Context: an optimization exercise on an open-source flow, tuned for small area and a short achievable clock period. The choices shown serve that exercise and are no tape-out recipe. The RTL was checked by simulation tests, not by an equivalence proof against the original design. No activity file was given, so power comes from the tool's default toggle rates.

==> flow/design.v (outline; a module is shown in full before it is edited, if it fits) <==
// module gnrl_dfflrd: 20 lines
// module gnrl_dfflrs: 19 lines
// module gnrl_dfflr: 19 lines
// module gnrl_dffl: 16 lines
// module gnrl_dffrs: 18 lines
// module gnrl_dffr: 18 lines
// module gnrl_sgnl_edge_probe: 25 lines
// module regfile: 43 lines
// module reghilo: 31 lines
// module regLLbit: 18 lines
// module oitf: 52 lines
// module oitfhi: 39 lines
// module oitflo: 39 lines
// module oitfLLbit: 39 lines
// module oitfcp0: 46 lines
// module cp0_reg: 74 lines
// module ctrl: 27 lines
// module pc_reg: 28 lines
// module id: 343 lines
// module id_ex: 71 lines
// module ex: 304 lines
// module mulcsa: 3755 lines
// module div: 98 lines
// module mem: 120 lines
// module mem_wb: 90 lines
// module mipscore: 599 lines
module mipscore(
	input       [32-1:0]         rom_data_i,
	output      [32-1:0]     rom_addr_o,
	output                                  rom_ce_o,
    output [32-1:0]          mem_addr_o,
	output                                  mem_we_o,
	output [3:0]				            mem_sel_o,
	output [32-1:0]                  mem_data_o,
	output                                  mem_ce_o,
	input  [32-1:0]                  mem_data_i,
	input [5:0]                             int_i,
    output                                  timer_int_o,
	input	                                clk,
    input                                   rst_n
);
  // ...
==> flow/flow/run.sh <==
#!/bin/bash
# Own flow: the standard layout (standard.sh, unchanged synthesis and steps),
# with the resizer's setup repair aiming for a margin below the clock period
# so that it sizes and buffers the longest paths instead of stopping at 20 ns.
set -euo pipefail
bash standard.sh SETUP_SLACK_MARGIN=9 TNS_END_PERCENT=5 finish > standard_flow.log 2>&1
==> flow/standard.sh <==
#!/bin/bash
# synth_recipe.tcl (not shown) runs the flow's synth.tcl, then flattens the netlist and writes it again
# the make line also repeats each setting of config.mk as NAME=value (left out here)
make -C /OpenROAD-flow-scripts/flow DESIGN_CONFIG=/design/flow/config.mk WORK_HOME=/design/flow/orfs CLKGATE_MAP_FILE= SYNTH_SCRIPT=/design/flow/synth_recipe.tcl "${@:-finish}"
==> flow/config.mk <==
export PLATFORM = sky130hd
export DESIGN_NAME = mipscore
export DESIGN_NICKNAME = mipscore
export VERILOG_FILES = /design/flow/design.v
export SDC_FILE = /design/flow/constraint.sdc
export NUM_CORES = 4
export LEC_CHECK = 0
export ABC_AREA = 1
export CAP_MARGIN = 20
export CELL_PAD_IN_SITES_DETAIL_PLACEMENT = 1
export CELL_PAD_IN_SITES_GLOBAL_PLACEMENT = 2
export CORE_MARGIN = 2
export CORE_UTILIZATION = 30
export PLACE_DENSITY = 0.45
export SLEW_MARGIN = 20
==> flow/constraint.sdc <==
create_clock -name core_clock -period 20.0 [get_ports {clk}]
set_input_delay 4.0000 -clock core_clock [delete_from_list [all_inputs] [get_ports {clk}]]
set_output_delay 4.0000 -clock core_clock [all_outputs]
set_load 0.01 [all_outputs]
==> results.tsv, run 1 <==
stage	metric	value	unit
timing	min_period	11.03	ns
timing	fmax	0.0906	GHz
global_route	antenna_found_initial	119	
critical_path	startpoint	rom_data_i[16]	
final_layout	largest_reg_flops	1024	
timing	hold_viol_final	0	
power_and_ir_drop	clkPwrFrac	0.204	
global_route	met2_usage	0.599	
outcome	outcome	complete, no violations	
critical_path	startpoint_type	input pin	
synth	synth_top_area_share	0.236	
synth	synthTopCellsByArea	edfxtp_1 (24%), dfrtp_1 (12%), nand2_1 (8.3%)	
critical_path	cp_max_fo	14	
synth	synthSimpleGateAreaFrac	0.157	
placed_design	port-buffer-count	173	
final_layout	fin_nets	17500	
synth	synth_compound_area_frac	0.190	
placed_design	dpl.hpwl	689000	µm
timing	post-route-period-util	0.552	
synth	synth.most_common_cell	nand2_1	
power_and_ir_drop	p_total	0.0230	W
clock_network	cts_buffers	244	
final_layout	nFillCells	52700	
critical_path	critPathBufInv	7	
critical_path	arrival	7.03	ns
routing	wl_met3	80000	µm
routing	antenna_left	0	
flow_run	max_cap_viol_count	0	
die	die_x	679	µm
==> module reghilo, before the edit <==
module reghilo(
	input  wire								     wehi,
	input  wire[32-1:0]				     wdatahi,
	input  wire								     welo,
	input  wire[32-1:0]				     wdatalo,
	input  wire								     rehi,
	output wire[32-1:0]                  rdatahi,
	input  wire								     relo,
	output wire[32-1:0]                  rdatalo,
    input	wire					             clk,
	input   wire					             rst_n
);
reg[32-1:0]  reghi;
reg[32-1:0]  reglo;
always@(posedge clk or negedge rst_n)
begin
    if(rst_n == 1'b0)
        reghi <=  'b0;
    else if(wehi)
        reghi <=  wdatahi;
end
always@(posedge clk)
begin
    if(rst_n == 1'b0)
        reglo <=  'b0;
    else if(welo)
        reglo <=  wdatalo;
end
assign rdatahi = {32{rehi}}&reghi;
assign rdatalo = {32{relo}}&reglo;
endmodule
==> module cp0_reg, before the edit <==
module cp0_reg(
	input                                  we_i,
	input      [4:0]                       waddr_i,
	input      [32-1:0]             data_i,
	input                                  rd_i,
	input      [4:0]                       raddr_i,
	output     [32-1:0]             data_o,
	input      [5:0]                       int_i,
	output     [32-1:0]             count_o,
	output     [32-1:0]             compare_o,
	output     [32-1:0]             status_o,
	output     [32-1:0]             cause_o,
	output     [32-1:0]             epc_o,
	output     [32-1:0]             config_o,
	output     [32-1:0]             prid_o,
	output                                 timer_int_o,
    input                                  exception_en,
    input                                  is_exception,
    input                                  is_interrupt,
	input [32-1:0]        excepttype_i,
	input [32-1:0]	       pc_next,
	input                                  is_slot,
    input						           clk,
	input 						           rst_n
);
wire compare_ena = we_i&(waddr_i==5'b01011);
gnrl_dfflr #(32)    compare_dfflr (compare_ena, data_i, compare_o, clk, rst_n);
wire        count_ena = we_i&(waddr_i==5'b01001);
wire [32-1:0] count_next = compare_ena?1'b0:
                                    count_ena?data_i:count_o+1'b1;
gnrl_dfflr #(32)    count_dfflr (1'b1, count_next, count_o, clk, rst_n);
wire status_ena = we_i&(waddr_i==5'b01100);
wire [32-1:0] status_next = ({32{status_ena}}&data_i)
                                    |({32{exception_en&(excepttype_i != 32'h0000000e)}}&(status_o|32'h0000_0002))
                                    |({32{exception_en&(excepttype_i == 32'h0000000e)}}&(status_o&32'hFFFF_FFFD))
                                    ;
gnrl_dfflrd #(32)   status_dfflr (status_ena|exception_en, status_next, status_o, 32'b00010000000000000000000000000000, clk, rst_n);
wire cause_ena = we_i&(waddr_i==5'b01101);
wire [32-1:0] cause_next = ({32{cause_ena}}&{cause_o[32-1:24],data_i[23:22],cause_o[21:10], data_i[9:8],cause_o[7:0]})
                                    |{cause_o[32-1:16],int_i, cause_o[9:0]}
                                    |({32{exception_en&is_interrupt}}&{is_slot, cause_o[30:7], 5'b00000,cause_o[1:0]})
                                    |({32{exception_en&is_exception&(excepttype_i != 32'h0000000e)}}&{(status_o[1] == 1'b0)?is_slot:cause_o[31], cause_o[30:7], excepttype_i[4:0],cause_o[1:0]})
                                    ;
wire [15:0] cause_r;
gnrl_dfflr #(16)    cause_dfflr (1'b1, {cause_next[31], cause_next[23:22], cause_next[15:8], cause_next[6:2]}, cause_r, clk, rst_n);
assign cause_o = {cause_r[15], 7'b0, cause_r[14:13], 6'b0, cause_r[12:5], 1'b0, cause_r[4:0], 2'b0};
wire epc_we = we_i&(waddr_i==5'b01110);
wire epc_int = exception_en&is_interrupt;
wire epc_exception = exception_en&is_exception&(status_o[1] == 1'b0)&(excepttype_i != 32'h0000000e);
wire epc_ena = epc_we|epc_int|epc_exception;
wire [32-1:0] epc_next = (
                                ({32{epc_we}}&data_i)
                                |({32{epc_int}}&pc_next)
                                |({32{epc_exception}}&pc_next)
                                );
gnrl_dfflr #(32)    epc_dfflr (epc_ena, epc_next, epc_o, clk, rst_n);
gnrl_dfflrd #(32)   config_dfflr (1'b0, data_i, config_o, 32'b00000000000000001000000000000000, clk, rst_n);
gnrl_dfflrd #(32)   prid_dfflr (1'b0, data_i, prid_o, 32'b00000000010011000000000100000010, clk, rst_n);
wire timer_int_condition = (compare_o != 32'h00000000 && count_o == compare_o);
wire timer_int_cancel_condition = compare_ena; 
wire timer_int_ena = timer_int_cancel_condition|timer_int_condition;
wire timer_int_next = (~timer_int_cancel_condition)|timer_int_condition;
gnrl_dfflr #(1)    timer_int_dfflr (timer_int_ena, timer_int_next, timer_int_o, clk, rst_n);
assign data_o = {32{rd_i}}&(
                                    ({32{(raddr_i==5'b01001)}}&count_o)
                                    |({32{(raddr_i==5'b01011)}}&compare_o)
                                    |({32{(raddr_i==5'b01100)}}&status_o)
                                    |({32{(raddr_i==5'b01101)}}&cause_o)
                                    |({32{(raddr_i==5'b01110)}}&epc_o)
                                    |({32{(raddr_i==5'b10000)}}&config_o)
                                    |({32{(raddr_i==5'b01111)}}&prid_o)
                                    )
                                    ;
endmodule
==> module mipscore, before the edit <==
module mipscore(
	input       [32-1:0]         rom_data_i,
	output      [32-1:0]     rom_addr_o,
	output                                  rom_ce_o,
    output [32-1:0]          mem_addr_o,
	output                                  mem_we_o,
	output [3:0]				            mem_sel_o,
	output [32-1:0]                  mem_data_o,
	output                                  mem_ce_o,
	input  [32-1:0]                  mem_data_i,
	input [5:0]                             int_i,
    output                                  timer_int_o,
	input	                                clk,
    input                                   rst_n
);
wire[32-1:0] pc;
wire[8-1:0] id_aluop_o;
wire[4-1:0] id_alusel_o;
wire[32-1:0] id_reg1_o;
wire[32-1:0] id_reg2_o;
wire id_wreg_o;
wire[5-1:0] id_wd_o;
wire                        id_wreg_hi_o;
wire                        id_wreg_lo_o;
wire [32-1:0]        id_reg_hi_o;
wire [32-1:0]        id_reg_lo_o;
wire                        id_wreg_LLbit_o;
wire                        id_regLLbit_o;
wire [5-1:0] id_wd_cp0;
wire                        id_wreg_cp0;
wire[8-1:0] ex_aluop_i;
wire[4-1:0] ex_alusel_i;
wire[32-1:0] ex_reg1_i;
wire[32-1:0] ex_reg2_i;
wire ex_wreg_i;
wire[5-1:0] ex_wd_i;
wire                        ex_wreg_hi_i;
wire                        ex_wreg_lo_i;
wire [32-1:0]        ex_reg_hi_i;
wire [32-1:0]        ex_reg_lo_i;
wire                        ex_wreg_LLbit_i;
wire                        ex_regLLbit_i;
wire [5-1:0] ex_wd_cp0;
wire                        ex_wreg_cp0;
wire ex_wreg_o;
wire[5-1:0] ex_wd_o;
wire[32-1:0] ex_wdata_o;
wire[64-1:0] ex_wsum_s;
wire[64-1:0] ex_wsum_c;
wire ex_wreg_real_o;
wire                        ex_wreg_hi_o;
wire[32-1:0]         ex_wdata_hi_o;
wire                        ex_wreg_lo_o;
wire[32-1:0]         ex_wdata_lo_o;
wire                        ex_wreg_LLbit_o;
wire                        ex_wreg_LLbit_wb_o;
wire                        ex_wdata_LLbit_o;
wire [5-1:0] ex_wd_cp0_o;
wire                        ex_wreg_cp0_o;
wire [32-1:0]		ex_wdata_cp0_o;
wire [32-1:0]ex_pc;
wire [31:0]                 ex_excepttype;
wire wb_wreg_i;
wire[5-1:0] wb_wd_i;
wire[32-1:0] wb_wdata_i;
wire wb_wreg_real_i;
wire                        wb_wreg_hi_i;
wire[32-1:0]         wb_wdata_hi_i;
wire                        wb_wreg_lo_i;
wire[32-1:0]         wb_wdata_lo_i;
wire                        wb_wreg_LLbit_i;
wire                        wb_wreg_LLbit_wb_i;
wire                        wb_wdata_LLbit_i;
wire [5-1:0] wb_wd_cp0;
wire                        wb_wreg_cp0;
wire [32-1:0]		wb_wdata_cp0;
wire wreg_real; 
wire reg1_read;
wire reg2_read;
wire[32-1:0] reg1_data;
wire[32-1:0] reg2_data;
wire[5-1:0] reg1_addr;
wire[5-1:0] reg2_addr;
wire						 rehi;
wire[32-1:0]         rdatahi;
wire						 relo;
wire[32-1:0]         rdatalo;
wire                        reLLbit;
wire                        rdataLLbit;
wire                        cp0_read;     
wire [5-1:0] cp0_addr;
wire [32-1:0]        cp0_data;
wire                        oitfrd_match_disprs1;
wire                        oitfrd_match_disprs2;
wire                        oitfhi_match;
wire                        oitflo_match;
wire                        oitfLLbit_match;
wire                        oitfrd_cp0_match_disprs;
wire                        oitf_rd_match;
wire                        oitf_match;
wire[5:0]                   pause;
wire                        pausereq_from_id;	
wire                        pausereq_from_ex;
wire                        pausereq_from_jp;
wire  [32-1:0]           div_opdata1;
wire  [32-1:0]           div_opdata2; 
wire                            div_start;   
wire                            signed_div;  
wire  [64-1:0]     div_result;
wire                            div_ready;
wire     [32-1:0]     cp0_count;
wire     [32-1:0]     cp0_compare;
wire     [32-1:0]     cp0_status;
wire     [32-1:0]     cp0_cause;
wire     [32-1:0]     cp0_epc;
wire     [32-1:0]     cp0_config;
wire     [32-1:0]     cp0_prid;
wire                         exception_en;
wire [31:0]                  exception_type;
wire                         is_exception;
wire                         is_interrupt;
wire [32-1:0] pc_next;
wire                         is_slot;
wire [32-1:0]         pc_exception_jump;
wire                         pc_exception_flush;	
assign oitf_rd_match = oitfrd_match_disprs1|oitfrd_match_disprs2;
assign oitf_match = oitf_rd_match|oitfhi_match|oitflo_match|oitfLLbit_match|oitfrd_cp0_match_disprs;
assign wreg_real = wb_wreg_i&wb_wreg_real_i;
wire id_kill = pc_exception_flush;
wire [8-1:0] id_aluop_o_raw;
assign id_aluop_o = id_kill ? 8'b01000000 : id_aluop_o_raw;
wire [4-1:0] id_alusel_o_raw;
assign id_alusel_o = {4{~id_kill}} & id_alusel_o_raw;
wire [32-1:0] id_reg1_o_raw;
assign id_reg1_o = {32{~id_kill}} & id_reg1_o_raw;
wire [32-1:0] id_reg2_o_raw;
assign id_reg2_o = {32{~id_kill}} & id_reg2_o_raw;
wire [5-1:0] id_wd_o_raw;
assign id_wd_o = {5{~id_kill}} & id_wd_o_raw;
wire id_wreg_o_raw;
assign id_wreg_o = ~id_kill & id_wreg_o_raw;
wire id_wreg_hi_o_raw;
assign id_wreg_hi_o = ~id_kill & id_wreg_hi_o_raw;
wire id_wreg_lo_o_raw;
assign id_wreg_lo_o = ~id_kill & id_wreg_lo_o_raw;
wire [32-1:0] id_reg_hi_o_raw;
assign id_reg_hi_o = {32{~id_kill}} & id_reg_hi_o_raw;
wire [32-1:0] id_reg_lo_o_raw;
assign id_reg_lo_o = {32{~id_kill}} & id_reg_lo_o_raw;
wire id_wreg_LLbit_o_raw;
assign id_wreg_LLbit_o = ~id_kill & id_wreg_LLbit_o_raw;
wire id_regLLbit_o_raw;
assign id_regLLbit_o = ~id_kill & id_regLLbit_o_raw;
wire [5-1:0] id_wd_cp0_raw;
assign id_wd_cp0 = {5{~id_kill}} & id_wd_cp0_raw;
wire id_wreg_cp0_raw;
assign id_wreg_cp0 = ~id_kill & id_wreg_cp0_raw;
wire id_pc_flush_raw;
assign id_pc_flush = ~id_kill & id_pc_flush_raw;
wire [32-1:0] id_offset_raw;
assign id_offset = {32{~id_kill}} & id_offset_raw;
wire oitfrd_match_disprs1_raw;
assign oitfrd_match_disprs1 = ~id_kill & oitfrd_match_disprs1_raw;
wire oitfrd_match_disprs2_raw;
assign oitfrd_match_disprs2 = ~id_kill & oitfrd_match_disprs2_raw;
wire oitfhi_match_raw;
assign oitfhi_match = ~id_kill & oitfhi_match_raw;
wire oitflo_match_raw;
assign oitflo_match = ~id_kill & oitflo_match_raw;
wire oitfLLbit_match_raw;
assign oitfLLbit_match = ~id_kill & oitfLLbit_match_raw;
wire oitfrd_cp0_match_disprs_raw;
assign oitfrd_cp0_match_disprs = ~id_kill & oitfrd_cp0_match_disprs_raw;
regfile u_regfile(
	.we(wreg_real),
	.waddr(wb_wd_i),
	.wdata(wb_wdata_i),
	.re1(reg1_read),
	.raddr1(reg1_addr),
	.rdata1(reg1_data),
	.re2(reg2_read),
	.raddr2(reg2_addr),
	.rdata2(reg2_data),
    .clk(clk),
	.rst_n(rst_n)
);
oitf u_oitf(
    .wreg(id_wreg_o),
    .wreg_i_rdidx(id_wd_o),
    .wreg_wb(wb_wreg_i),
    .wreg_wb_i_rdidx(wb_wd_i),
    .readen1(reg1_read),
    .readidx1(reg1_addr),
    .readen2(reg2_read),
    .readidx2(reg2_addr),
    .oitfrd_match_disprs1(oitfrd_match_disprs1_raw),
    .oitfrd_match_disprs2(oitfrd_match_disprs2_raw),
    .vld_o(oitf_vld),
    .idx_o(oitf_idx),
	.clk(clk),
	.rst_n(rst_n)
);
reghilo u_reghilo(
	.wehi(wb_wreg_hi_i),
	.wdatahi(wb_wdata_hi_i),
	.welo(wb_wreg_lo_i),
	.wdatalo(wb_wdata_lo_i),
	.rehi(rehi),
	.rdatahi(rdatahi),
	.relo(relo),
	.rdatalo(rdatalo),
    .clk(clk),
	.rst_n(rst_n)
);
oitfhi u_oitfhi(
    .wreg(id_wreg_hi_o),
    .wreg_wb(wb_wreg_hi_i),
    .readenhi(rehi),
    .oitfhi_match(oitfhi_match_raw),
    .busy_o(hi_busy),
	.clk(clk),
	.rst_n(rst_n)
);
oitflo u_oitflo(
    .wreg(id_wreg_lo_o),    
    .wreg_wb(wb_wreg_lo_i),
    .readenlo(relo),
    .oitflo_match(oitflo_match_raw),
    .busy_o(lo_busy),
	.clk(clk),
	.rst_n(rst_n)
);
regLLbit u_regLLbit(
	.weLLbit(wb_wreg_LLbit_i),
	.wdataLLbit(wb_wdata_LLbit_i),
	.reLLbit(reLLbit),
	.rdataLLbit(rdataLLbit),
    .clk(clk),
	.rst_n(rst_n)
    );
oitfLLbit u_oitfLLbit(
    .wreg(id_wreg_LLbit_o),
    .wreg_wb(wb_wreg_LLbit_wb_i),
    .readenLLbit(reLLbit),
    .oitfLLbit_match(oitfLLbit_match_raw),
    .busy_o(ll_busy),
	.clk(clk),
	.rst_n(rst_n)
);
cp0_reg u_cp0_reg(
	.we_i(wb_wreg_cp0),
	.waddr_i(wb_wd_cp0),
	.data_i(wb_wdata_cp0),
	.rd_i(cp0_read),
	.raddr_i(cp0_addr),
	.data_o(cp0_data),
	.int_i(int_i),
	.count_o(cp0_count),
	.compare_o(cp0_compare),
	.status_o(cp0_status),
	.cause_o(cp0_cause),
	.epc_o(cp0_epc),
	.config_o(cp0_config),
	.prid_o(cp0_prid),
	.timer_int_o(timer_int_o),
    .exception_en(exception_en),
    .is_exception(is_exception),
    .is_interrupt(is_interrupt),
	.excepttype_i(exception_type),
	.pc_next(pc_next),
	.is_slot(is_slot),
    .clk(clk),
	.rst_n(rst_n)
);
oitfcp0 u_oitfcp0(
    .cp0_wreg(id_wreg_cp0),
    .cp0_wreg_i_rdidx(id_wd_cp0),
    .cp0_wreg_wb(wb_wreg_cp0),
    .cp0_wreg_wb_i_rdidx(wb_wd_cp0),
    .cp0_readen(cp0_read),
    .cp0_readidx(cp0_addr),
    .cp0_oitfrd_match_disprs(oitfrd_cp0_match_disprs_raw),
    .vld_o(cp0_vld),
    .idx_o(cp0_idx),
	.clk(clk),
	.rst_n(rst_n)
);
ctrl u_ctrl(
    .exception_en(exception_en),
	.excepttype_i(exception_type),
	.cp0_epc_i(cp0_epc),
	.pc_exception_jump(pc_exception_jump),
	.pc_exception_flush(pc_exception_flush),
	.pausereq_from_id(pausereq_from_id),
	.pausereq_from_ex(pausereq_from_ex),
	.pause(pause),
	.rst_n(rst_n)
);
wire  [32-1:0]         pc_jump;
wire                                  pc_flush;
wire  [32-1:0]         id_pc_o;
wire                                  id_pc_flush;
wire  [32-1:0]                 id_offset;
wire  [32-1:0]         ex_pc_o;
wire                                  ex_pc_flush;
wire  [32-1:0]                 ex_offset;
wire                                    rom_ce_o_temp;
wire                                    rom_ce_pre;
wire                                    pc_ce_unused;
wire [1:0]                              oitf_vld;
wire [9:0]                              oitf_idx;
wire [1:0]                              cp0_vld;
wire [9:0]                              cp0_idx;
wire                                    hi_busy, lo_busy, ll_busy;
pc_reg u_pc_reg(
    .pc(pc),
	.ce(pc_ce_unused),
	.ce_pre_o(rom_ce_pre),
	.pause(pause),
	.oitf_match(oitf_match),
    .pc_jump(pc_jump),
	.pc_flush(pc_flush),
    .pc_exception_jump(pc_exception_jump),
	.pc_exception_flush(pc_exception_flush),
	.clk(clk),
    .rst_n(rst_n)
);
assign rom_addr_o = pc;
localparam [63:0] CE_SPEC_FN = 64'h005f0cff0f0f9fdd;
localparam [63:0] CE_SP2_FN  = 64'h0000000300000037;
localparam [63:0] CE_I_OP    = 64'h01094f7f0000fff0;
localparam [31:0] CE_RIMM_RT = 32'h00035f03;
localparam [63:0] CE_RE2_OP  = 64'h01014f7f000000f0;
wire [5:0] ce_op = rom_data_i[31:26];
wire [5:0] ce_fn = rom_data_i[5:0];
wire [4:0] ce_rs = rom_data_i[25:21];
wire [4:0] ce_rt = rom_data_i[20:16];
wire [4:0] ce_rd = rom_data_i[15:11];
wire ce_op_sp  = (ce_op == 6'h00);
wire ce_op_sp2 = (ce_op == 6'h1c);
wire ce_op_c0  = (ce_op == 6'h10);
wire ce_nop = (rom_data_i == 32'h0) | (ce_op_sp & (ce_fn == 6'h0f)) | (ce_op == 6'h33);
wire ce_r = (ce_op_sp & CE_SPEC_FN[ce_fn]) | (ce_op_sp2 & CE_SP2_FN[ce_fn]);
wire ce_re1 = ~ce_nop & (ce_r | CE_I_OP[ce_op] | ((ce_op == 6'h01) & CE_RIMM_RT[ce_rt]));
wire ce_re2 = ~ce_nop & (ce_r | CE_RE2_OP[ce_op] | (ce_op_c0 & (ce_rs == 5'h04)));
wire ce_hilo = ce_op_sp2 & (ce_fn[5:3] == 3'b000) & ~ce_fn[1];
wire ce_rehi = ce_hilo | (ce_op_sp & (ce_fn == 6'h10));
wire ce_relo = ce_hilo | (ce_op_sp & (ce_fn == 6'h12));
wire ce_rell = (ce_op == 6'h38);
wire ce_mfc0 = ce_op_c0 & (ce_rs == 5'h00);
wire ce_hit_rs = (oitf_vld[0] & (oitf_idx[4:0] == ce_rs)) | (oitf_vld[1] & (oitf_idx[9:5] == ce_rs));
wire ce_hit_rt = (oitf_vld[0] & (oitf_idx[4:0] == ce_rt)) | (oitf_vld[1] & (oitf_idx[9:5] == ce_rt));
wire ce_hit_c0 = (cp0_vld[0] & (cp0_idx[4:0] == ce_rd)) | (cp0_vld[1] & (cp0_idx[9:5] == ce_rd));
wire ce_stall = (ce_re1 & ce_hit_rs) | (ce_re2 & ce_hit_rt) | (ce_rehi & hi_busy) | (ce_relo & lo_busy)
              | (ce_rell & ll_busy) | (ce_mfc0 & ce_hit_c0);
assign rom_ce_o = rom_ce_pre & ~pause[0] & (id_kill | ~ce_stall);
id u_id(
		.pc_i(pc),
		.inst_i(rom_data_i),
		.reg1_data_i(reg1_data),
		.reg2_data_i(reg2_data),
		.reg1_read_o(reg1_read),
		.reg2_read_o(reg2_read), 	  
		.reg1_addr_o(reg1_addr),
		.reg2_addr_o(reg2_addr), 
        .reghi_read_o(rehi),
        .reghi_data_i(rdatahi),
        .reglo_read_o(relo),
        .reglo_data_i(rdatalo),
	    .regLLbit_read_o(reLLbit),
	    .regLLbit_data_i(rdataLLbit),
	    .cp0_read_o(cp0_read),     
	    .cp0_addr_o(cp0_addr), 	      
	    .cp0_data_i(cp0_data),
		.aluop_o(id_aluop_o_raw),
		.alusel_o(id_alusel_o_raw),
		.reg1_o(id_reg1_o_raw),
		.reg2_o(id_reg2_o_raw),
		.wd_o(id_wd_o_raw),
		.wreg_o(id_wreg_o_raw),
	    .wreg_hi_o(id_wreg_hi_o_raw),            
        .wreg_lo_o(id_wreg_lo_o_raw),            
        .reghi_o(id_reg_hi_o_raw),               
        .reglo_o(id_reg_lo_o_raw),               
	    .wreg_LLbit_o(id_wreg_LLbit_o_raw),      
	    .regLLbit_o(id_regLLbit_o_raw),          
	    .wd_cp0_o(id_wd_cp0_raw),                
	    .wreg_cp0_o(id_wreg_cp0_raw),              
        .id_to_pausereq(pausereq_from_id),
		.oitf_match(oitf_rd_match),
        .oitf_hi_match(oitfhi_match),
        .oitf_lo_match(oitflo_match),
        .oitf_LLbit_match(oitfLLbit_match),
        .oitf_cp0_match(oitfrd_cp0_match_disprs),
	    .pause(pause),
	    .pc_o(id_pc_o),
	    .pc_flush(id_pc_flush_raw),
	    .offset(id_offset_raw),
		.rst_n(rst_n)
    );
id_ex u_id_ex(
		.id_aluop(id_aluop_o),
		.id_alusel(id_alusel_o),
		.id_reg1(id_reg1_o),
		.id_reg2(id_reg2_o),
		.id_wd(id_wd_o),
		.id_wreg(id_wreg_o),
	    .id_wreg_hi(id_wreg_hi_o),
		.id_wreg_lo(id_wreg_lo_o),
		.id_reghi(id_reg_hi_o),
		.id_reglo(id_reg_lo_o),
        .id_wreg_LLbit(id_wreg_LLbit_o),
	    .id_regLLbit(id_regLLbit_o),
	    .id_wd_cp0(id_wd_cp0),
	    .id_wreg_cp0(id_wreg_cp0),
    	.id_pc(id_pc_o),
	    .id_pc_flush(id_pc_flush),
	    .id_offset(id_offset),
		.ex_aluop(ex_aluop_i),
		.ex_alusel(ex_alusel_i),
		.ex_reg1(ex_reg1_i),
		.ex_reg2(ex_reg2_i),
		.ex_wd(ex_wd_i),
		.ex_wreg(ex_wreg_i),
        .ex_wreg_hi(ex_wreg_hi_i),
    	.ex_wreg_lo(ex_wreg_lo_i),
    	.ex_reghi(ex_reg_hi_i),
    	.ex_reglo(ex_reg_lo_i),
    	.ex_wreg_LLbit(ex_wreg_LLbit_i),
	    .ex_regLLbit(ex_regLLbit_i),
        .ex_wd_cp0(ex_wd_cp0),
	    .ex_wreg_cp0(ex_wreg_cp0),
	    .ex_pc(ex_pc_o),
	    .ex_pc_flush(ex_pc_flush),
	    .ex_offset(ex_offset),
        .pause(pause),
		.oitf_match(oitf_rd_match),
        .oitf_hi_match(oitfhi_match),
        .oitf_lo_match(oitflo_match),
        .oitf_LLbit_match(oitfLLbit_match),
        .oitf_cp0_match(oitfrd_cp0_match_disprs),
		.clk(clk),
		.rst_n(rst_n) 
	);
wire [8-1:0]            ex_mem_aluop;
wire [32-1:0]         ex_mem_addr;
wire [32-1:0]                 ex_mem_reg2;
wire                                 ex_mem_wreg;
wire                                 ex_wreg_LLbit;
wire                                 ex_wdata_LLbit;
wire [32-1:0]                 ex_mem_data;
wire [3:0]				              ex_mem_sel;
wire                                 ex_mem_data_vaild;
wire                                 ex_mem_is_load;
wire                                 ex_mem_is_store;
wire                                 ex_mem_load_pause;
ex u_ex(
		.aluop_i(ex_aluop_i),
		.alusel_i(ex_alusel_i),
		.reg1_i(ex_reg1_i),
		.reg2_i(ex_reg2_i),
		.wd_i(ex_wd_i),
		.wreg_i(ex_wreg_i),
        .wreg_hi_i(ex_wreg_hi_i),
        .wreg_lo_i(ex_wreg_lo_i),
        .reghi_i(ex_reg_hi_i),
        .reglo_i(ex_reg_lo_i),
        .wreg_LLbit_i(ex_wreg_LLbit_i),
	    .regLLbit_i(ex_regLLbit_i),
	    .wd_cp0_i(ex_wd_cp0),
	    .wreg_cp0_i(ex_wreg_cp0),        
	    .pc_i(ex_pc_o),
	    .pc_flush_i(ex_pc_flush),
	    .offset_i(ex_offset),
		.wd_o(ex_wd_o),
		.wreg_o(ex_wreg_o),
		.wdata_o(ex_wdata_o),
		.wsum_s_o(ex_wsum_s),
		.wsum_c_o(ex_wsum_c),
		.wreg_real_o(ex_wreg_real_o),
        .wreg_hi_o(ex_wreg_hi_o),
        .wdata_hi_o(ex_wdata_hi_o),
        .wreg_lo_o(ex_wreg_lo_o),
        .wdata_lo_o(ex_wdata_lo_o),
	    .wreg_LLbit_o(ex_wreg_LLbit_o),
	    .wreg_LLbit_wb_o(ex_wreg_LLbit_wb_o),
	    .wdata_LLbit_o(ex_wdata_LLbit_o),        
	    .wd_cp0_o(ex_wd_cp0_o),
	    .wreg_cp0_o(ex_wreg_cp0_o),
	    .wdata_cp0_o(ex_wdata_cp0_o),
	    .pc_o(ex_pc),
	    .excepttype_o(ex_excepttype),
        .div_opdata1_o(div_opdata1),
	    .div_opdata2_o(div_opdata2),
	    .div_start_o(div_start),
	    .signed_div_o(signed_div),
        .div_result_i(div_result),
	    .div_ready_i(div_ready),
        .ex_to_pausereq(pausereq_from_ex),
        .pc_jump_o(pc_jump),
        .pc_flush_o(pc_flush),
	    .mem_aluop_o(ex_mem_aluop),
        .mem_addr_o(ex_mem_addr),
	    .mem_reg2_o(ex_mem_reg2),
	    .mem_wreg_o(ex_mem_wreg),
	    .mem_wreg_LLbit(ex_wreg_LLbit),
	    .mem_wdata_LLbit(ex_wdata_LLbit),
	    .mem_data_i(ex_mem_data),
	    .mem_sel_i(ex_mem_sel),
	    .mem_data_vaild_i(ex_mem_data_vaild),
	    .mem_is_load_i(ex_mem_is_load),
	    .mem_is_store_i(ex_mem_is_store),
	    .mem_load_pause(ex_mem_load_pause),
	    .clk(clk),
	    .rst_n(rst_n)
	);
div u_div(
	.signed_div_i(signed_div),
	.opdata1_i(div_opdata1),
	.opdata2_i(div_opdata2),
	.start_i(div_start),
	.annul_i(1'b0),
	.result_o(div_result),
	.ready_o(div_ready),
    .clk(clk),
	.rst_n(rst_n)
    );
mem u_mem(
	.aluop_i(ex_mem_aluop),
    .ex_addr_i(ex_mem_addr),
    .ex_off_i(ex_offset),
    .ex_base_i(ex_reg1_i),
	.reg2_i(ex_mem_reg2),
	.ex_wreg_i(ex_mem_wreg),
	.ex_wreg_LLbit(ex_wreg_LLbit),
	.ex_wdata_LLbit(ex_wdata_LLbit),
    .oitf_match(oitf_match),
	.ex_data_o(ex_mem_data),
	.ex_sel_o(ex_mem_sel),
	.ex_data_vaild_o(ex_mem_data_vaild),
	.ex_is_load_o(ex_mem_is_load),
	.ex_is_store_o(ex_mem_is_store),
	.ex_load_pause(ex_mem_load_pause),
    .mem_addr_o(mem_addr_o),
	.mem_we_o(mem_we_o),
	.mem_sel_o(mem_sel_o),
	.mem_data_o(mem_data_o),
	.mem_ce_o(mem_ce_o),
	.mem_data_i(mem_data_i),
    .clk(clk),
    .rst_n(rst_n)
);
mem_wb u_mem_wb(
    .mem_wd(ex_wd_o),
	.mem_wreg(ex_wreg_o),
	.mem_wsum_s(ex_wsum_s),
	.mem_wsum_c(ex_wsum_c),
	.mem_wreg_real(ex_wreg_real_o),
    .mem_wreg_hi(ex_wreg_hi_o),
    .mem_wreg_lo(ex_wreg_lo_o),
	.mem_wreg_LLbit(ex_wreg_LLbit_o),
	.mem_wreg_LLbit_wb(ex_wreg_LLbit_wb_o),
	.mem_wdata_LLbit(ex_wdata_LLbit_o),
	.mem_wd_cp0(ex_wd_cp0_o),
	.mem_wreg_cp0(ex_wreg_cp0_o),
	.mem_wdata_cp0(ex_wdata_cp0_o),
	.wb_wd(wb_wd_i),
	.wb_wreg(wb_wreg_i),
	.wb_wdata(wb_wdata_i),
	.wb_wreg_real(wb_wreg_real_i),
    .wb_wreg_hi(wb_wreg_hi_i),
    .wb_wdata_hi(wb_wdata_hi_i),
    .wb_wreg_lo(wb_wreg_lo_i),
    .wb_wdata_lo(wb_wdata_lo_i),
	.wb_wreg_LLbit(wb_wreg_LLbit_i),
	.wb_wreg_LLbit_wb(wb_wreg_LLbit_wb_i),
	.wb_wdata_LLbit(wb_wdata_LLbit_i),
	.wb_wd_cp0(wb_wd_cp0),
	.wb_wreg_cp0(wb_wreg_cp0),
	.wb_wdata_cp0(wb_wdata_cp0),
	.pause(pause),
	.mem_pc(ex_pc),
	.mem_pc_jump(pc_jump),
	.mem_pc_flush(pc_flush),
    .ex_to_pausereq(pausereq_from_ex),
	.excepttype_i(ex_excepttype),
	.cp0_status_i(cp0_status),
	.cp0_cause_i(cp0_cause),
	.cp0_epc_i(cp0_epc),
	.exception_en(exception_en),
    .is_exception(is_exception),
    .is_interrupt(is_interrupt),
	.excepttype_o(exception_type),
	.pc_next(pc_next),
	.is_slot(is_slot),
    .clk(clk),
	.rst_n(rst_n)
);
endmodule
==> inputs of run 2 (changes only) <==
--- a/flow/design.v
+++ b/flow/design.v
@@ -185,6 +185,8 @@
 	output wire[32-1:0]                  rdatahi,
 	input  wire								     relo,
 	output wire[32-1:0]                  rdatalo,
+	output wire[32-1:0]                  hi_o,
+	output wire[32-1:0]                  lo_o,
     input	wire					             clk,
 	input   wire					             rst_n
 );
@@ -204,6 +206,8 @@
     else if(welo)
         reglo <=  wdatalo;
 end
+assign hi_o = reghi;
+assign lo_o = reglo;
 assign rdatahi = {32{rehi}}&reghi;
 assign rdatalo = {32{relo}}&reglo;
 endmodule
@@ -476,7 +480,8 @@
                                     |({32{exception_en&(excepttype_i != 32'h0000000e)}}&(status_o|32'h0000_0002))
                                     |({32{exception_en&(excepttype_i == 32'h0000000e)}}&(status_o&32'hFFFF_FFFD))
                                     ;
-gnrl_dfflrd #(32)   status_dfflr (status_ena|exception_en, status_next, status_o, 32'b00010000000000000000000000000000, clk, rst_n);
+gnrl_dfflrs #(1)           status28_dfflr (status_ena|exception_en, status_next[28], status_o[28], clk, rst_n);
+gnrl_dfflr #(31)           status_dfflr (status_ena|exception_en, {status_next[31:29], status_next[27:0]}, {status_o[31:29], status_o[27:0]}, clk, rst_n);
 wire cause_ena = we_i&(waddr_i==5'b01101);
 wire [32-1:0] cause_next = ({32{cause_ena}}&{cause_o[32-1:24],data_i[23:22],cause_o[21:10], data_i[9:8],cause_o[7:0]})
                                     |{cause_o[32-1:16],int_i, cause_o[9:0]}
@@ -496,8 +501,8 @@
                                 |({32{epc_exception}}&pc_next)
                                 );
 gnrl_dfflr #(32)    epc_dfflr (epc_ena, epc_next, epc_o, clk, rst_n);
-gnrl_dfflrd #(32)   config_dfflr (1'b0, data_i, config_o, 32'b00000000000000001000000000000000, clk, rst_n);
-gnrl_dfflrd #(32)   prid_dfflr (1'b0, data_i, prid_o, 32'b00000000010011000000000100000010, clk, rst_n);
+assign config_o = 32'b00000000000000001000000000000000;
+assign prid_o = 32'b00000000010011000000000100000010;
 wire timer_int_condition = (compare_o != 32'h00000000 && count_o == compare_o);
 wire timer_int_cancel_condition = compare_ena; 
 wire timer_int_ena = timer_int_cancel_condition|timer_int_condition;
@@ -5435,6 +5440,8 @@
 wire[5-1:0] reg2_addr;
 wire						 rehi;
 wire[32-1:0]         rdatahi;
+wire[32-1:0]         hilo_hi;
+wire[32-1:0]         hilo_lo;
 wire						 relo;
 wire[32-1:0]         rdatalo;
 wire                        reLLbit;
@@ -5559,6 +5566,8 @@
 	.wdatalo(wb_wdata_lo_i),
 	.rehi(rehi),
 	.rdatahi(rdatahi),
+	.hi_o(hilo_hi),
+	.lo_o(hilo_lo),
 	.relo(relo),
 	.rdatalo(rdatalo),
     .clk(clk),
@@ -5815,8 +5824,8 @@
 		.wreg_i(ex_wreg_i),
         .wreg_hi_i(ex_wreg_hi_i),
         .wreg_lo_i(ex_wreg_lo_i),
-        .reghi_i(ex_reg_hi_i),
-        .reglo_i(ex_reg_lo_i),
+        .reghi_i(hilo_hi),
+        .reglo_i(hilo_lo),
         .wreg_LLbit_i(ex_wreg_LLbit_i),
 	    .regLLbit_i(ex_regLLbit_i),
 	    .wd_cp0_i(ex_wd_cp0),
==> flow/flow/run.sh (replaced) <==
#!/bin/bash
# Own flow: the standard layout (standard.sh: unchanged synthesis and steps), with
#  - the resizer's setup repair aiming for a margin below the clock period, so that it
#    sizes and buffers the longest paths instead of stopping once 20 ns is met, and
#    free to resize cells to any footprint;
#  - every input and output port still buffered, with buf_4 instead of a delay buffer;
#  - the instruction-word input pins placed next to rom_ce_o, which is combinational in
#    them, and the fetch-address output pins kept together.
set -euo pipefail
bash standard.sh SETUP_SLACK_MARGIN=10 TNS_END_PERCENT=5 MATCH_CELL_FOOTPRINT=0 \
  "BUFFER_PORTS_ARGS=-inputs -outputs -buffer_cell sky130_fd_sc_hd__buf_4" \
  "PLACE_PINS_ARGS=-group_pins {rom_ce_o rom_data_i[0] rom_data_i[1] rom_data_i[2] rom_data_i[3] rom_data_i[4] rom_data_i[5] rom_data_i[6] rom_data_i[7] rom_data_i[8] rom_data_i[9] rom_data_i[10] rom_data_i[11] rom_data_i[12] rom_data_i[13] rom_data_i[14] rom_data_i[15] rom_data_i[16] rom_data_i[17] rom_data_i[18] rom_data_i[19] rom_data_i[20] rom_data_i[21] rom_data_i[22] rom_data_i[23] rom_data_i[24] rom_data_i[25] rom_data_i[26] rom_data_i[27] rom_data_i[28] rom_data_i[29] rom_data_i[30] rom_data_i[31]} -group_pins {rom_addr_o[0] rom_addr_o[1] rom_addr_o[2] rom_addr_o[3] rom_addr_o[4] rom_addr_o[5] rom_addr_o[6] rom_addr_o[7] rom_addr_o[8] rom_addr_o[9] rom_addr_o[10] rom_addr_o[11] rom_addr_o[12] rom_addr_o[13] rom_addr_o[14] rom_addr_o[15] rom_addr_o[16] rom_addr_o[17] rom_addr_o[18] rom_addr_o[19] rom_addr_o[20] rom_addr_o[21] rom_addr_o[22] rom_addr_o[23] rom_addr_o[24] rom_addr_o[25] rom_addr_o[26] rom_addr_o[27] rom_addr_o[28] rom_addr_o[29] rom_addr_o[30] rom_addr_o[31]}" \
  finish > standard_flow.log 2>&1
==> run 2 against run 1 <==
Effect of this change: still clean on timing, DRC and antenna; register-to-register slack gained 0.33 ns; critical path depth shrank 2; cell count shrank 0.93%; non-clock buffer count shrank 58; global-route usage shrank 0.51 points; combinational power shrank 9%; routed wire length shrank 3.0%; sequential share of layout area shrank 0.30 points; final area shrank 2.1%; clock power shrank 2%; maximum frequency grew 10%; synthesized cell count shrank 0.76%.
==> results.tsv, run 2 <==
stage	metric	value	unit	change
synth	synthTopCellsByArea	edfxtp_1 (24%), dfrtp_1 (11%), nand2_1 (8.5%)		was edfxtp_1 (24%), dfrtp_1 (12%), nand2_1 (8.3%)
timing	post-route-period-util	0.501		was 0.552
synth	synth_area	134000	µm²	was 137000 µm²
routing	vias	135000		was 137000
synth	synthCells	16200		was 16300
global_route	antenna_found_initial	99		was 119
critical_path	cp-end-kind	output port		unchanged
clock_network	cts_max_level	4		unchanged
worst_hold_path	hold_path.class	flop to flop		unchanged
final_layout	top_register	u_regfile.regs		unchanged
final_layout	largest_reg_flops	1024		unchanged
synth	ys.flop_type	edfxtp_1		unchanged
placed_design	dpl.hpwl	667000	µm	was 689000 µm
placed_design	numPlacedInstances	22000		was 22200
synth	synth_warnings	42		unchanged
synth	synth_top_area_share	0.241		was 0.236
timing	tns	0	ns	unchanged
routing	antenna_left	0		unchanged
power_and_ir_drop	clkPwrFrac	0.213		was 0.204
power_and_ir_drop	p_sw	0.0102	W	was 0.0112 W
synth	synth_edf_count	1076		unchanged
final_layout	final_util	0.346		was 0.348
placed_design	dpl_cell_area	145000	µm²	was 149000 µm²
synth	synthTopCellsByCount	nand2_1 (3051), inv_1 (2324), o21ai_0 (1134)		was nand2_1 (3038), inv_1 (2273), o21ai_0 (1188)
synth	yosysSeqAreaShare	0.383		was 0.388
power_and_ir_drop	p_total	0.0215	W	was 0.0230 W
placed_design	port-buffer-count	173		unchanged
power_and_ir_drop	comb_power_share	0.572		was 0.588
synth	ys_seq_elements	1882		was 1946
critical_path	critical_path.max_stage_delay	0.32	ns	was 0.55 ns
timing	min_period	10.03	ns	was 11.03 ns
power_and_ir_drop	intPower	0.0113	W	was 0.0118 W
die	fp.dieH	673	µm	was 679 µm
die	die_x	673	µm	was 679 µm
final_layout	nFillCells	52200		was 52700
routing	wl_per_cell	40.7	µm	was 41.6 µm
synth	synth.most_common_cell	nand2_1		unchanged
routing	vias_per_cell	6.01		was 6.04
flow_run	max_cap_viol_count	0		unchanged
die	rows	245		was 247
final_layout	fin_nets	17400		was 17500
critical_path	required	16.00	ns	about the same
outcome	outcome	complete, no violations		unchanged
final_layout	area_growth	14.8	%	was 15.3%
timing	relSlewSlack	0.0674		was 0.0756
die	io_pins	176		unchanged
power_and_ir_drop	power_density	140	nW/µm²	was 146 nW/µm²
clock_network	clkTransAtPathRegs	0.06	ns	about the same
timing	fmax	0.0997	GHz	was 0.0906 GHz
clock_network	clk_path_buf_depth	4		unchanged
global_route	grt_max_degree	89		was 133
synth	yosysUniqueCellTypes	77		was 84
synth	yosysTopAreaCell	edfxtp_1		unchanged
synth	syn_area_per_cell	8.28	µm²	was 8.37 µm²
power_and_ir_drop	irDropWorstVdd	0.379	mV	was 0.225 mV
timing	clock_skew	0.152	ns	was 0.143 ns
clock_network	worst_skew_pair.late_latency	1.05	ns	was 1.07 ns
final_layout	drive_gt1_frac	0.100		was 0.0959
synth	ys_async_sr_fraction	0.320		was 0.342
final_layout	fin_area	154000	µm²	was 158000 µm²
clock_network	clockRootBuffer	clkbuf_16		unchanged
timing	hold_viol_final	0		unchanged
timing	worst_pin_slew	1.38	ns	was 1.39 ns
clock_network	cts_hold_buf	0		unchanged
die	core	446000	µm²	was 453000 µm²
critical_path	arrival	6.03	ns	was 7.03 ns
global_route	grt_pass1_wl	1220000	µm	was 1260000 µm
routing	wl	917000	µm	was 946000 µm
die	floorplan.initialDensity	0.301		was 0.302
critical_path	path_cells	buf_4 > nor2_1 > inv_2 > buf_12 > nor2_2 > inv_1 > nor3_1 > o21ai_0 > nand4_1 > a221oi_2 > o21ai_1 > nor2_2 > buf_4		was clkdlybuf4s15_2 > inv_2 > nand2_1 > inv_1 > nand2_1 > buf_4 > a21oi_1 > inv_1 > nand2_2 > inv_1 > nand2_1 > o311ai_4 > a31oi_4 > nor2_1 > clkdlybuf4s50_1
timing	maxSlewViolCount	0		unchanged
power_and_ir_drop	seq_power_share	0.215		was 0.208
clock_network	cts_tree	built		unchanged
power_and_ir_drop	swShare	0.475		was 0.485
final_layout	final_cell_mix	nand2_1 (3023), inv_1 (2265), o21ai_0 (1117)		was nand2_1 (3021), inv_1 (2224), o21ai_0 (1174)
routing	drc_errors	0		unchanged
final_layout	stdcell_count	22500		was 22700
critical_path	worstSetupPathType	input pin to output port		unchanged
global_route	overflow	0		unchanged
routing	initialDrtViolationCount	17200		was 16900
placed_design	place.gp.congestion	0.998		was 1.04
global_route	grtUsageTotal	0.394		was 0.399
critical_path	cp_max_fo	9		was 14
critical_path	startpoint_type	input pin		unchanged
clock_network	cts_buffers	239		was 244
final_layout	final_common_cell	nand2_1		unchanged
timing	rsz0062_at_grt	true		unchanged
global_route	grt_pass1_vias	135000		was 137000
power_and_ir_drop	leakage	63.2	nW	was 64.2 nW
clock_network	cts_sinks	1882		was 1946
final_layout	largestRegisters	u_regfile.regs x1024, u_div.dividend_dfflr.qout_r x65		unchanged
critical_path	cp_slowest_cell	nor3_1		was clkdlybuf4s50_1
routing	dr.pass1.iters	6		unchanged
die	dieArea	453000	µm²	was 461000 µm²
timing	finalSetupViolCount	0		unchanged
==> run 2: cell count changes after synthesis, moves of 18 or more <==
cell	delta
xnor2_1	-26
inv_1	+51
o31ai_1	-55
a21oi_1	-51
o211ai_1	-18
o22ai_1	+37
nor2_1	+51
dfrtp_1	-64
nor3_1	-19
clkbuf_1	-42
nand3_1	+36
xor2_1	+19
o21ai_0	-54
==> run 2: worst paths after layout <==
check,start,endpoint,slack (ns),cells after the start
worst max-delay path,rom_data_i[3],rom_ce_o,9.97,13
worst min-delay path,u_id_ex.wd_cp0_dfflr.qout_r[1]$_DFFE_PN0P_,u_mem_wb.wd_cp0_dfflr.qout_r[1]$_DFF_P_,0.37,0
worst max register to register,u_id_ex.aluop_dfflr.qout_r[6]$_DFFE_PN0N_,u_mem_wb.wsum_s_dfflr.qout_r[24]$_DFF_P_,12.29,19
worst min register to register,u_id_ex.wd_cp0_dfflr.qout_r[1]$_DFFE_PN0P_,u_mem_wb.wd_cp0_dfflr.qout_r[1]$_DFF_P_,0.37,0
max in group asynchronous,rst_n,u_id_ex.reg1_dfflr.qout_r[1]$_DFFE_PN0N_,13.73,4
min in group asynchronous,rst_n,u_pc_reg.pc_dfflr.qout_r[27]$_DFFE_PN0P_,3.02,1
==> run 2: per-stage QoR <==
stage                     hold slack [ns]  setup WS [ns]
after floorplan                     0.347          10.34
after global placement              0.354           8.64
after detailed placement            0.360           8.65
after CTS                           0.369           9.98
after global routing                0.389           9.92
final                               0.367           9.97
==> run 2: area by class of cell <==
cell class | count | area (µm²) | area share
well taps | 5928 | 7420 | 0.0481
clock buffers | 322 | 6580 | 0.0427
multi-input cells | 11000 | 71700 | 0.465
clock inverters | 119 | 1360 | 0.00880
repair buffers | 820 | 6450 | 0.0418
diodes | 39 | 97.6 | 0.000633
flip-flops and latches | 1882 | 51500 | 0.334
inverters | 2410 | 9130 | 0.0592
==> run 2: critical path: cells and delay by family <==
kind | cells | cell delay, ns
AO/OA/AOI/OAI | 3 | 0.39
buffers and inverters | 5 | 0.64
AND/OR/NAND/NOR | 5 | 1.00
==> run 2: power by group through the flow <==
stage | Combinational [W] | Sequential (W) | Clock, W
floorplan | 0.00716 | 0.00463 | 0
global placement | 0.0121 | 0.00470 | 0
detailed placement | 0.0121 | 0.00470 | 0
CTS | 0.0122 | 0.00463 | 0.00463
global route | 0.0136 | 0.00465 | 0.00477
finish | 0.0123 | 0.00463 | 0.00458
==> run 2: kinds of logic (layout without fill, tap and decap cells) <==
family / Yosys count / after routing / share of synthesized area
AND/OR/NAND/NOR: 5213 / 5213 / 0.162
AO/OA/AOI/OAI: 3974 / 3974 / 0.186
buffers and inverters: 3316 / 3671 / 0.0948
flip-flops: 1882 / 1882 / 0.383
XOR/XNOR: 908 / 908 / 0.0592
adder cells (fa/ha/maj): 907 / 907 / 0.114
multiplexers: 13 / 13 / 0.000969
other: 2 / 42 / 0.0000559
==> run 2: what timing repair did <==
| action | in CTS | in global routing |
|---|---|---|
| pin swaps | 18 | 7 |
| endpoints found under the setup margin | 33 | 33 |
| gates resized for setup | 100 | 29 |
| gates cloned | 2 | 0 |
| buffers inserted | 26 | 7 |
==> run 2: per-layer routing <==
layer	routed length [µm]	track usage	vias up
met5	181	0	-
met4	61200	0.226	26
met3	85100	0.0929	1689
met2	387000	0.582	7297
met1	384000	0.525	70800
li1	-	-	55700
==> module mem, before the edit <==
module mem(
	input [8-1:0]            aluop_i,
    input [32-1:0]         ex_addr_i,
    input [32-1:0]                 ex_off_i,
    input [32-1:0]                 ex_base_i,
	input [32-1:0]                 reg2_i ,
    input                                 ex_wreg_i,
	input                                 ex_wreg_LLbit,
	input                                 ex_wdata_LLbit,
    input                                 oitf_match,
	output[32-1:0]                 ex_data_o,
	output [3:0]				          ex_sel_o,
	output                                ex_data_vaild_o,
	output                                ex_is_load_o,
	output                                ex_is_store_o,
	output                                ex_load_pause,
    output [32-1:0]        mem_addr_o,
	output                                mem_we_o,
	output [3:0]				          mem_sel_o,
	output [32-1:0]                mem_data_o,
	output                                mem_ce_o,
	input  [32-1:0]                mem_data_i,
    input 								  clk,
    input   							  rst_n
);
wire [8-1:0]            last_aluop_i;
wire [32-1:0]         last_ex_addr_i;
wire [32-1:0]                 last_reg2_i;
gnrl_dfflr #(8) aluop_dffr (1'b1,aluop_i, last_aluop_i, clk, rst_n);
gnrl_dfflr #(32) ex_addr_dffr (1'b1,ex_addr_i, last_ex_addr_i, clk, rst_n);
gnrl_dfflr #(32) reg2_dffr (1'b1,reg2_i, last_reg2_i, clk, rst_n);
wire is_lb = aluop_i == 8'b00100000;
wire is_lbu = aluop_i == 8'b00100100;
wire is_lh = aluop_i == 8'b00100001;
wire is_lhu = aluop_i == 8'b00100101;
wire is_lw = aluop_i == 8'b00100011;
wire is_lwl = aluop_i == 8'b00100010;
wire is_lwr = aluop_i == 8'b00100110;
wire is_ll = aluop_i == 8'b00110000;
wire is_load = is_lb|is_lbu|is_lh|is_lhu|is_lw|is_lwl|is_lwr|is_ll;
wire is_sb = aluop_i == 8'b00101000;
wire is_sh = aluop_i == 8'b00101001;
wire is_sw = aluop_i == 8'b00101011;
wire is_swl = aluop_i == 8'b00101010;
wire is_swr = aluop_i == 8'b00101110;
wire is_sc = (aluop_i == 8'b00111000)&ex_wreg_LLbit&ex_wdata_LLbit;
wire is_store = is_sb|is_sh|is_sw|is_swl|is_swr|is_sc;
    wire [32-1:0] addr_k = {(ex_off_i[30:0] & ex_base_i[30:0]) | ((ex_off_i[30:0] ^ ex_base_i[30:0]) & ~last_ex_addr_i[30:0]), 1'b0};
    wire addr_same = ((ex_off_i ^ ex_base_i ^ addr_k) == last_ex_addr_i);
    wire load_pause_en = is_load&ex_wreg_i&((aluop_i != last_aluop_i)|(~addr_same)|(reg2_i != last_reg2_i));
    gnrl_sgnl_edge_probe gnrl_sgnl_edge_probe_ex_load_pause(
	.clk(clk),
	.signal(load_pause_en),
	.polarity(1'b1), 
	.res(ex_load_pause)
    );
assign ex_is_load_o = is_load;
assign ex_is_store_o = is_store;
assign mem_addr_o = {ex_addr_i[31:2],2'b00};
assign mem_we_o = is_store;
assign mem_ce_o = is_store|is_load;
wire [1:0]          shift_addr = 2'b11 - ex_addr_i[1:0];
wire [32-1:0]    reg2_i_r_shift = (reg2_i>>{ex_addr_i[1:0],3'b000});
wire [32-1:0]    reg2_i_l_shift = (reg2_i<<{shift_addr[1:0],3'b000});
wire [32-1:0]    reg2_i_l_h_shift = (reg2_i<<{shift_addr[1],4'b0000});
assign mem_data_o = ({32{is_sb}}&reg2_i_l_shift)
                   |({32{is_sh}}&reg2_i_l_h_shift)
                   |({32{is_sw|is_sc}}&reg2_i)
                   |({32{is_swr}}&reg2_i_l_shift)
                   |({32{is_swl}}&reg2_i_r_shift)
                   ;
assign mem_sel_o = ({4{is_sw|is_sc}})
                  |({4{is_sb}}&{{shift_addr[1:0]==2'b11},
                                {shift_addr[1:0]==2'b10},
                                {shift_addr[1:0]==2'b01},
                                {shift_addr[1:0]==2'b00}
                                })
                  |({4{is_sh}}&{{2{shift_addr[1]==1'b1}},
                                {2{shift_addr[1]==1'b0}}
                                })
                  |({4{is_swr}}&{1'b1,
                                 {(ex_addr_i[1:0]>2'b00)?1'b1:1'b0},
                                 {(ex_addr_i[1:0]>2'b01)?1'b1:1'b0},
                                 {(ex_addr_i[1:0]>2'b10)?1'b1:1'b0}
                                })
                  |({4{is_swl}}&{
                                 {(ex_addr_i[1:0]<2'b01)?1'b1:1'b0},
                                 {(ex_addr_i[1:0]<2'b10)?1'b1:1'b0},
                                 {(ex_addr_i[1:0]<2'b11)?1'b1:1'b0},
                                 1'b1
                                })
                  ;
wire [32-1:0]    mem_data_i_r_shift = (mem_data_i>>{shift_addr[1:0],3'b000});
wire [32-1:0]    mem_data_i_h_r_shift = (mem_data_i>>{shift_addr[1],4'b0000});
wire [32-1:0]    mem_data_i_l_shift = (mem_data_i<<{ex_addr_i[1:0],3'b000});
wire [32-1:0]    mem_data_i_r_shift_unsigned_b = (mem_data_i_r_shift&32'h0000_00FF);
wire [32-1:0]    mem_data_i_r_shift_unsigned_h = (mem_data_i_h_r_shift&32'h0000_FFFF);
assign ex_data_o = ({32{is_lb}}&(mem_data_i_r_shift_unsigned_b|{{24{mem_data_i_r_shift_unsigned_b[7]}},8'h00}))
                   |({32{is_lbu}}&mem_data_i_r_shift_unsigned_b)
                   |({32{is_lh}}&(mem_data_i_r_shift_unsigned_h|{{16{mem_data_i_r_shift_unsigned_h[15]}},16'h00}))
                   |({32{is_lhu}}& mem_data_i_r_shift_unsigned_h)
                   |({32{is_lw|is_ll}}& mem_data_i)
                   |({32{is_lwl}}&mem_data_i_l_shift)
                   |({32{is_lwr}}&mem_data_i_r_shift)
                   ;
assign ex_sel_o = ({4{is_lb|is_lbu|is_ll|is_lh|is_lhu|is_lw}})
                  |({4{is_lwl}}&{1'b1,
                                 {(ex_addr_i[1:0]<2'b11)?1'b1:1'b0},
                                 {(ex_addr_i[1:0]<2'b10)?1'b1:1'b0},
                                 {(ex_addr_i[1:0]<2'b01)?1'b1:1'b0}
                                })
                  |({4{is_lwr}}&{
                                 {(ex_addr_i[1:0]>2'b10)?1'b1:1'b0},
                                 {(ex_addr_i[1:0]>2'b01)?1'b1:1'b0},
                                 {(ex_addr_i[1:0]>2'b00)?1'b1:1'b0},
                                 1'b1
                                })
                  ;
gnrl_dfflr #(1)    ex_data_vaild_o_dfflr (1'b1, ex_load_pause, ex_data_vaild_o, clk, rst_n); 
endmodule
==> module mem_wb, before the edit <==
module mem_wb(
    input [5-1:0]           mem_wd,
	input                                  mem_wreg,
	input [64-1:0]			   mem_wsum_s,
	input [64-1:0]			   mem_wsum_c,
	input                                  mem_wreg_real,
    input                                  mem_wreg_hi,
    input                                  mem_wreg_lo,
	input                                  mem_wreg_LLbit,
	input                                  mem_wreg_LLbit_wb,
	input                                  mem_wdata_LLbit,
	input [5-1:0]           mem_wd_cp0,
	input                                  mem_wreg_cp0,
	input [32-1:0]			       mem_wdata_cp0,
	output [5-1:0]          wb_wd,
	output                                 wb_wreg,
	output [32-1:0]				   wb_wdata,
	output                                 wb_wreg_real,
    output                                 wb_wreg_hi,
    output [32-1:0]                 wb_wdata_hi,
    output                                 wb_wreg_lo,
    output [32-1:0]                 wb_wdata_lo,
	output                                 wb_wreg_LLbit,
	output                                 wb_wreg_LLbit_wb,
	output                                 wb_wdata_LLbit,
	output [5-1:0]          wb_wd_cp0,
	output                                 wb_wreg_cp0,
	output [32-1:0]			       wb_wdata_cp0,
	input  [5:0]                           pause,
	input [32-1:0]	       mem_pc,
	input [32-1:0]          mem_pc_jump,
	input                                  mem_pc_flush,
	input                                  ex_to_pausereq,	
	input [32-1:0]        excepttype_i,
	input [32-1:0]                  cp0_status_i,
	input [32-1:0]                  cp0_cause_i,
	input [32-1:0]                  cp0_epc_i,
	output                                 exception_en,
    output                                 is_exception,
    output                                 is_interrupt,
	output [31:0]                          excepttype_o,
	output [32-1:0]	       pc_next,
	output                                 is_slot,
    input 										clk,
	input 										rst_n
);
wire mem_wb_en;
assign mem_wb_en = (~pause[4]);
wire rst_clear_n = ~is_exception;
wire [32-1:0]	       mem_pc_last;
wire is_new_pc = (mem_pc!=mem_pc_last)&(~ex_to_pausereq);
gnrl_dfflr #(32)             pc_dfflr ((~ex_to_pausereq), mem_pc, mem_pc_last, clk, rst_n);
gnrl_dffl #(5)       wd_dfflr (mem_wb_en, mem_wd, wb_wd, clk);
wire wb_wreg_r;
assign wb_wreg = wb_wreg_r; 
gnrl_dfflr #(1)                     wreg_dfflr (mem_wb_en, mem_wreg, wb_wreg_r, clk, rst_n);
wire [64-1:0] wb_wsum_s;
wire [64-1:0] wb_wsum_c;
gnrl_dffl #(64)        wsum_s_dfflr (mem_wb_en, mem_wsum_s, wb_wsum_s, clk);
gnrl_dffl #(64)        wsum_c_dfflr (mem_wb_en, mem_wsum_c, wb_wsum_c, clk);
wire [64-1:0] wb_wsum = wb_wsum_s + wb_wsum_c;
assign wb_wdata = wb_wsum[31:0];
assign wb_wdata_hi = wb_wsum[63:32];
assign wb_wdata_lo = wb_wsum[31:0];
gnrl_dfflr #(1)                     wreg_real_dfflr (mem_wb_en, mem_wreg_real, wb_wreg_real, clk, rst_n);
gnrl_dfflr #(1)                     wreg_hi_dfflr (mem_wb_en, mem_wreg_hi, wb_wreg_hi, clk, rst_n);
gnrl_dfflr #(1)                     wreg_lo_dfflr (mem_wb_en, mem_wreg_lo, wb_wreg_lo, clk, rst_n);
gnrl_dfflr #(1)                     wreg_LLbit_dfflr (mem_wb_en, mem_wreg_LLbit, wb_wreg_LLbit, clk, rst_n);
gnrl_dfflr #(1)                     wreg_LLbit_wb_dfflr (mem_wb_en, mem_wreg_LLbit_wb, wb_wreg_LLbit_wb, clk, rst_n);
gnrl_dfflr #(1)                     wdata_LLbit_dfflr (mem_wb_en, mem_wdata_LLbit, wb_wdata_LLbit, clk, rst_n);
gnrl_dffl #(5)       wd_cp0_dfflr (mem_wb_en, mem_wd_cp0, wb_wd_cp0, clk);
gnrl_dfflr #(1)                     wreg_cp0_dfflr (mem_wb_en, mem_wreg_cp0, wb_wreg_cp0, clk, rst_n);
gnrl_dffl #(32)              wdata_cp0_dfflr (mem_wb_en, mem_wdata_cp0, wb_wdata_cp0, clk);
wire [32-1:0]	       mem_pc_jump_last;
gnrl_dffl #(32)              pc_jump_dfflr (mem_pc_flush, mem_pc_jump, mem_pc_jump_last, clk);
wire pc_flush_last;
wire pc_flush_last_enable = mem_pc_flush|is_new_pc;
wire pc_flush_last_next = mem_pc_flush|(~is_new_pc);
gnrl_dfflr #(1)                     pc_flush_dfflr (pc_flush_last_enable,pc_flush_last_next , pc_flush_last, clk, rst_n);
assign is_slot = pc_flush_last&is_new_pc;
assign is_exception = excepttype_i != 32'b0;
assign is_interrupt = (((cp0_cause_i[15:8] & (cp0_status_i[15:8])) != 8'h00) && (cp0_status_i[1] == 1'b0) && (cp0_status_i[0] == 1'b1))
                  &(~mem_pc_flush)  ;
assign exception_en = is_new_pc&(is_exception|(is_interrupt));
assign pc_next = exception_en?
                    is_slot?mem_pc_jump_last:mem_pc
                    :{32{1'b0}};
assign excepttype_o = is_exception?excepttype_i: 
                        is_interrupt? 32'h00000001 :32'b0;
endmodule
==> inputs of run 3 (changes only) <==
--- a/flow/design.v
+++ b/flow/design.v
@@ -5173,9 +5173,9 @@
 wire [8-1:0]            last_aluop_i;
 wire [32-1:0]         last_ex_addr_i;
 wire [32-1:0]                 last_reg2_i;
-gnrl_dfflr #(8) aluop_dffr (1'b1,aluop_i, last_aluop_i, clk, rst_n);
-gnrl_dfflr #(32) ex_addr_dffr (1'b1,ex_addr_i, last_ex_addr_i, clk, rst_n);
-gnrl_dfflr #(32) reg2_dffr (1'b1,reg2_i, last_reg2_i, clk, rst_n);
+gnrl_dffl #(8) aluop_dffr (1'b1,aluop_i, last_aluop_i, clk);
+gnrl_dffl #(32) ex_addr_dffr (1'b1,ex_addr_i, last_ex_addr_i, clk);
+gnrl_dffl #(32) reg2_dffr (1'b1,reg2_i, last_reg2_i, clk);
 wire is_lb = aluop_i == 8'b00100000;
 wire is_lbu = aluop_i == 8'b00100100;
 wire is_lh = aluop_i == 8'b00100001;
@@ -5316,7 +5316,7 @@
 wire rst_clear_n = ~is_exception;
 wire [32-1:0]	       mem_pc_last;
 wire is_new_pc = (mem_pc!=mem_pc_last)&(~ex_to_pausereq);
-gnrl_dfflr #(32)             pc_dfflr ((~ex_to_pausereq), mem_pc, mem_pc_last, clk, rst_n);
+gnrl_dffl #(32)              pc_dfflr ((~ex_to_pausereq), mem_pc, mem_pc_last, clk);
 gnrl_dffl #(5)       wd_dfflr (mem_wb_en, mem_wd, wb_wd, clk);
 wire wb_wreg_r;
 assign wb_wreg = wb_wreg_r; 
==> run 3 against run 2 <==
Effect of this change: still clean on timing, DRC and antenna; maximum frequency shrank 0.17%; core utilization is essentially flat; synthesized cell count is essentially flat; non-clock buffer count grew 5; via count grew 1.0%; cell count grew 0.11%; critical path type unchanged; critical endpoint unchanged; largest cell class unchanged; largest power group unchanged; highest routed layer unchanged.
==> results.tsv, run 3 <==
stage	metric	value	unit	change
outcome	outcome	complete, no violations		unchanged
die	io_pins	176		unchanged
synth	ys.flop_type	edfxtp_1		unchanged
critical_path	cp-end-kind	output port		unchanged
global_route	grt_max_degree	137		was 89
power_and_ir_drop	leakage	63.0	nW	was 63.2 nW
synth	ys_seq_elements	1882		unchanged
clock_network	cts_buffers	241		was 239
synth	synth_area	134000	µm²	about the same
routing	initialDrtViolationCount	18500		was 17200
synth	synthTopCellsByCount	nand2_1 (3278), inv_1 (2152), o21ai_0 (1130)		was nand2_1 (3051), inv_1 (2324), o21ai_0 (1134)
die	core	445000	µm²	was 446000 µm²
critical_path	r2r_end	u_mem_wb.wsum_s_dfflr.qout_r[30]$_DFF_P_		was u_mem_wb.wsum_s_dfflr.qout_r[24]$_DFF_P_
critical_path	r2r-start	u_id_ex.aluop_dfflr.qout_r[5]$_DFFE_PN0N_		was u_id_ex.aluop_dfflr.qout_r[6]$_DFFE_PN0N_
final_layout	final_common_cell	nand2_1		unchanged
synth	ys_async_sr_fraction	0.265		was 0.320
die	fp.dieH	672	µm	was 673 µm
final_layout	drive_gt1_frac	0.100		about the same
placed_design	numPlacedInstances	22000		about the same
synth	yosysUniqueCellTypes	85		was 77
critical_path	startpoint_type	input pin		unchanged
final_layout	largest_reg_flops	1024		unchanged
clock_network	worst_skew_pair.late_latency	1.07	ns	was 1.05 ns
run 3: stage by stage:
step / util / cell area [µm²] / setup slack, ns
after detailed placement: 0.326 / 145000 / 8.53
after global routing: 0.346 / 154000 / 9.92
final: 0.346 / 154000 / 9.96
after CTS: 0.345 / 154000 / 9.78
after floorplan: - / 134000 / 10.44
after global placement: 0.326 / 145000 / 8.59
run 3: per-layer routing:
metal | vias up | wire [µm] | track usage
li1 | 55700 | - | -
met1 | 71300 | 389000 | 0.536
met2 | 7917 | 383000 | 0.577
met3 | 1855 | 92100 | 0.101
met4 | 36 | 60700 | 0.216
met5 | - | 249 | 0
run 3: cell type report:
type / count / area, µm² / share of cell area
clock inverter: 153 / 1910 / 0.0124
tap: 5928 / 7420 / 0.0481
timing repair buffer: 825 / 6440 / 0.0418
sequential: 1882 / 51300 / 0.333
antenna: 44 / 110 / 0.000714
multi-input combinational: 11200 / 72000 / 0.467
inverter: 2252 / 8510 / 0.0552
clock buffer: 301 / 6490 / 0.0421
run 3: worst max path at each step:
stage                     slack [ns]              to                                 startpoint
after floorplan                10.44        rom_ce_o                             rom_data_i[19]
after global placement          8.59        rom_ce_o                             rom_data_i[19]
after detailed placement        8.53        rom_ce_o                             rom_data_i[19]
after CTS                       9.78        rom_ce_o                              rom_data_i[0]
after global routing            9.92  rom_addr_o[25]  u_id_ex.aluop_dfflr.qout_r[3]$_DFFE_PN0N_
final                           9.96        rom_ce_o                             rom_data_i[21]
run 3: worst max-delay path, delay by kind of cell:
family,cells,cell delay [ns]
AO/OA/AOI/OAI,2,0.46
buffers and inverters,4,0.77
AND/OR/NAND/NOR,5,0.79
run 3: logic make-up (layout without fill, tap and decap cells):
kind of cell | count (synthesis) | after routing | share of synthesized area
AO/OA/AOI/OAI | 3860 | 3860 | 0.180
XOR/XNOR | 913 | 913 | 0.0597
adder cells (fa/ha/maj) | 907 | 907 | 0.115
buffers and inverters | 3164 | 3531 | 0.0909
flip-flops | 1882 | 1882 | 0.382
multiplexers | 9 | 9 | 0.000672
other | 2 | 47 | 0.0000560
AND/OR/NAND/NOR | 5482 | 5485 | 0.172
run 3: repair_timing:
item | in CTS | in global routing
pin swaps | 5 | 7
gates cloned | 2 | 1
buffers inserted | 11 | 11
resized for setup | 28 | 56
setup endpoints to repair | 33 | 33
run 3: power by group through the flow:
stage / clock, W / sequential [W] / combinational (W)
3_3_place_gp: 0 / 0.00479 / 0.0147
5_1_grt: 0.00495 / 0.00474 / 0.0165
3_5_place_dp: 0 / 0.00480 / 0.0149
4_1_cts: 0.00483 / 0.00472 / 0.0150
6_report: 0.00478 / 0.00472 / 0.0151
2_1_floorplan: 0 / 0.00471 / 0.00844

==> port drivers added, routing unchanged <==
No port has a modelled driver above. Below, the same layouts with a new extraction and two added sets of constraints.
Step 1 assumes that a clkbuf_16 drives the clock port and a buf_2 every other input.
Step 2 also shifts input and output timing later by t, the mid clock arrival at the registers, as if the neighbouring blocks saw the same clock.
Three values: ideal, step 1, step 2; two values: the first two.
| run | t (ns) | setup slack, ns |
|---|---|---|
| run 1 | 1.121 | 8.967 / 8.794 / 8.794 |
| run 2 | 1.079 | 9.973 / 9.723 / 9.723 |
| run 3 | 1.099 | 9.956 / 9.908 / 9.908 |
After both steps setup and hold are still met in every run listed.
